What follows belongs to an exercise in optimizing a design on an open flow for small area; a production flow would make more cautious choices.
The RTL was checked by simulation tests, not by an equivalence proof against the original design.

## processor
module processor
(
	output w_en,
	output done,
	output [7:0] addr,
	output [31:0] data_out,
	input clk,
	input rst_n,
	input start,
	input [31:0] data_in
);
==> flow/config.mk <==
export PLATFORM = sky130hd
export DESIGN_NAME = processor
export DESIGN_NICKNAME = processor
export VERILOG_FILES = /design/flow/design.v
export SDC_FILE = /design/flow/constraint.sdc
export NUM_CORES = 4
export LEC_CHECK = 0
export CAP_MARGIN = 20
export CORE_MARGIN = 2
export CORE_UTILIZATION = 40
export SLEW_MARGIN = 20
export SYNTH_HIERARCHICAL = 1
export SYNTH_MINIMUM_KEEP_SIZE = 0
==> flow/constraint.sdc <==
create_clock -name core_clock -period 7.0 [get_ports {clk}]
set_input_delay 1.4000 -clock core_clock [delete_from_list [all_inputs] [get_ports {clk}]]
set_output_delay 1.4000 -clock core_clock [all_outputs]
set_load 0.01 [all_outputs]
standard.sh (not shown) runs the stock make flow with config.mk's settings and CLKGATE_MAP_FILE= SYNTH_SCRIPT=/design/flow/synth_recipe.tcl, a recipe that flattens the netlist after the stock synthesis.
==> flow/flow/run.sh <==
#!/bin/bash
# The standard layout (standard.sh: the standard flow's synthesis and ORFS flow), with two
# changes to how the layout is made:
#  - every input and output port still gets its own buffer, but a buf_1
#    rather than the delay cell that buffer_ports picks by default;
#  - clock tree synthesis does not add dummy loads at the tree's leaves.
set -euo pipefail
export BUFFER_PORTS_ARGS="-buffer_cell sky130_fd_sc_hd__buf_1"
export CTS_ARGS="-sink_clustering_enable -repair_clock_nets -dont_use_dummy_load -buf_list sky130_fd_sc_hd__clkbuf_4 -sink_clustering_size 10 -sink_clustering_max_diameter 60"
bash standard.sh synth > synth.log 2>&1
bash standard.sh finish > layout.log 2>&1
==> next run, changes <==
==> flow/flow/run.sh (replaced) <==
#!/bin/bash
# The standard layout (standard.sh: the standard flow's synthesis and ORFS flow), with
# these changes to how the layout is made:
#  - every input and output port still gets its own buffer, but a buf_1
#    rather than the delay cell that buffer_ports picks by default;
#  - after floorplanning, downsize.tcl sets every cell to the smallest drive
#    strength of its kind; the flow's own timing repair then upsizes what the
#    timing needs;
#  - clock tree synthesis adds no dummy loads at the leaves and builds the
#    tree from clkbuf_4 cells, at most 10 flip-flops per cluster.
set -euo pipefail
export BUFFER_PORTS_ARGS="-buffer_cell sky130_fd_sc_hd__buf_1"
export POST_FLOORPLAN_TCL="$(pwd)/flow/downsize.tcl"
export CTS_ARGS="-sink_clustering_enable -repair_clock_nets -dont_use_dummy_load -buf_list sky130_fd_sc_hd__clkbuf_4 -sink_clustering_size 10 -sink_clustering_max_diameter 60"
bash standard.sh synth > synth.log 2>&1
bash standard.sh finish > layout.log 2>&1
==> flow/flow/downsize.tcl (new file) <==
# Replace each standard cell by the smallest cell of its family (same
# function and pins, another drive strength). Synthesis sizes cells for speed
# without knowing the layout; the timing repair later in the flow upsizes
# again what the timing needs.
set db [ord::get_db]
set block [ord::get_db_block]
set dont_use [env_var_or_empty DONT_USE_CELLS]
set count 0
set saved 0.0
foreach inst [$block getInsts] {
  set m [$inst getMaster]
  set name [$m getName]
  if { ![regexp {^(sky130_fd_sc_hd__[a-z0-9]+)_([0-9]+)$} $name -> base drive] } {
    continue
  }
  if { [regexp {tap|fill|decap|diode|conb} $base] } {
    continue
  }
  set best $name
  set best_area [expr { [$m getWidth] * [$m getHeight] }]
  set area0 $best_area
  foreach d {0 1 2 4} {
    set cand ${base}_$d
    set cm [$db findMaster $cand]
    if { $cm == "NULL" } {
      continue
    }
    set skip 0
    foreach p $dont_use {
      if { [string match $p $cand] } {
        set skip 1
      }
    }
    if { $skip } {
      continue
    }
    set a [expr { [$cm getWidth] * [$cm getHeight] }]
    if { $a < $best_area } {
      set best $cand
      set best_area $a
    }
  }
  if { $best ne $name } {
    replace_cell [$inst getName] $best
    incr count
    set saved [expr { $saved + ($area0 - $best_area) / 1e6 }]
  }
}
puts "downsize: replaced $count cells, [format %.1f $saved] um^2 less"
- final area came out lower by 1.0%
- first-iteration DRC count is lower by 3.3%
- clock skew barely changes
- count of clock-buffer cells in the layout does not change
- sequential share of layout area came out higher by 0.33 points
- die area is unchanged
- final cell count came out higher by 0.34%
- setup slack improves by 0.15 ns
- critical path depth climbs by 1
- utilization decreases by 0.46 points


processor, a different RTL version from the one above (not shown whole).
Size: roughly 77 I/O pins, ~4000 µm² of cells after synthesis.
clock: 7.0 ns
lec_check: 0
cap_margin: 20
core_margin: 2
core_utilization: 40
slew_margin: 20
synth_hierarchical: 1
synth_minimum_keep_size: 0
==> flow/flow/run.sh <==
#!/bin/bash
# The standard layout (standard.sh: the standard flow's synthesis and ORFS flow), with two
# changes to how the layout is made:
#  - every input and output port still gets its own buffer, but a buf_1
#    rather than the delay cell that buffer_ports picks by default;
#  - clock tree synthesis does not add dummy loads at the tree's leaves.
set -euo pipefail
export BUFFER_PORTS_ARGS="-buffer_cell sky130_fd_sc_hd__buf_1"
export CTS_ARGS="-sink_clustering_enable -repair_clock_nets -dont_use_dummy_load"
bash standard.sh synth > synth.log 2>&1
bash standard.sh finish > layout.log 2>&1
Rerun with:
--- a/flow/flow/run.sh
+++ b/flow/flow/run.sh
@@ -7,5 +7,5 @@
 set -euo pipefail
 export BUFFER_PORTS_ARGS="-buffer_cell sky130_fd_sc_hd__buf_1"
-export CTS_ARGS="-sink_clustering_enable -repair_clock_nets -dont_use_dummy_load"
+export CTS_ARGS="-sink_clustering_enable -repair_clock_nets -dont_use_dummy_load -buf_list {sky130_fd_sc_hd__clkbuf_4 sky130_fd_sc_hd__clkbuf_8}"
 bash standard.sh synth > synth.log 2>&1
 bash standard.sh finish > layout.log 2>&1
After rerunning: Via count does not change; design area is unchanged; sequential cell count does not change; sequential share of layout area does not change; utilization does not change; clock skew does not change; wire length is unchanged; area after synthesis is unchanged; die area does not change; worst hold slack stays the same; synthesized cell count does not change.


Another version of the RTL of processor (not shown whole).
Size: ~380 cells after synthesis, roughly 77 I/O pins, about 4000 sq um of cells after synthesis.
Settings: LEC_CHECK=0, CAP_MARGIN=20, CORE_MARGIN=2, CORE_UTILIZATION=40, SLEW_MARGIN=20, SYNTH_HIERARCHICAL=1, SYNTH_MINIMUM_KEEP_SIZE=0; clock period 7.0 ns.
==> flow/flow/run.sh <==
#!/bin/bash
# The standard layout (standard.sh: the standard flow's synthesis and ORFS flow), with two
# changes to how the layout is made:
#  - every input and output port still gets its own buffer, but a buf_1
#    rather than the delay cell that buffer_ports picks by default;
#  - clock tree synthesis does not add dummy loads at the tree's leaves.
set -euo pipefail
export BUFFER_PORTS_ARGS="-buffer_cell sky130_fd_sc_hd__buf_1"
export CTS_ARGS="-sink_clustering_enable -repair_clock_nets -dont_use_dummy_load -buf_list sky130_fd_sc_hd__clkbuf_4 -sink_clustering_size 10 -sink_clustering_max_diameter 60"
bash standard.sh synth > synth.log 2>&1
bash standard.sh finish > layout.log 2>&1
The baseline finished with timing, DRC and antenna clean.
==> next run, changes <==
--- a/flow/flow/run.sh
+++ b/flow/flow/run.sh
@@ -9 +9 @@
-export CTS_ARGS="-sink_clustering_enable -repair_clock_nets -dont_use_dummy_load -buf_list sky130_fd_sc_hd__clkbuf_4 -sink_clustering_size 10 -sink_clustering_max_diameter 60"
+export CTS_ARGS="-sink_clustering_enable -repair_clock_nets -dont_use_dummy_load"
Outcome: Via count went down by 0.71%; sequential share of layout area hardly moves; design area barely changes.

==> separate check: timing with driven ports <==
The flow's constraints put no driver on any port. The routed layouts listed below were extracted and timed again, unchanged, in two steps.
Step 1 (the two cells are an assumption about what drives the block):
set clk [get_ports {clk}]
set_driving_cell -lib_cell sky130_fd_sc_hd__clkbuf_16 $clk
set_driving_cell -lib_cell sky130_fd_sc_hd__buf_2 [delete_from_list [all_inputs] $clk]
Step 2 adds t to the input delays and takes it off the output delays; t is the mean of the earliest and latest rising clock arrival at the registers after step 1. Input paths then give back, and output paths get back, about the clock's delay inside the block.
Three values: ideal ports, drivers, drivers and shift; two values: the first two.
run	t, ns	slack for setup (ns)	latest minus earliest clock arrival (ns)	cell pins on the clock port's net
the first run of note 1	0.418	0.317 / 0.288 / 0.706	0.025 / 0.024	1
the second run of note 1	0.415	0.467 / 0.438 / 0.853	0.026 / 0.026	1
the first run of note 2	0.367	0.208 / 0.177 / 0.544	0.027 / 0.027	1
the second run of note 2	0.367	0.208 / 0.177 / 0.544	0.027 / 0.027	1
the first run of note 3	0.424	0.181 / 0.151 / 0.575	0.039 / 0.038	1
the second run of note 3	0.362	0.122 / 0.091 / 0.453	0.025 / 0.025	1
After both steps every run listed still meets setup and hold.
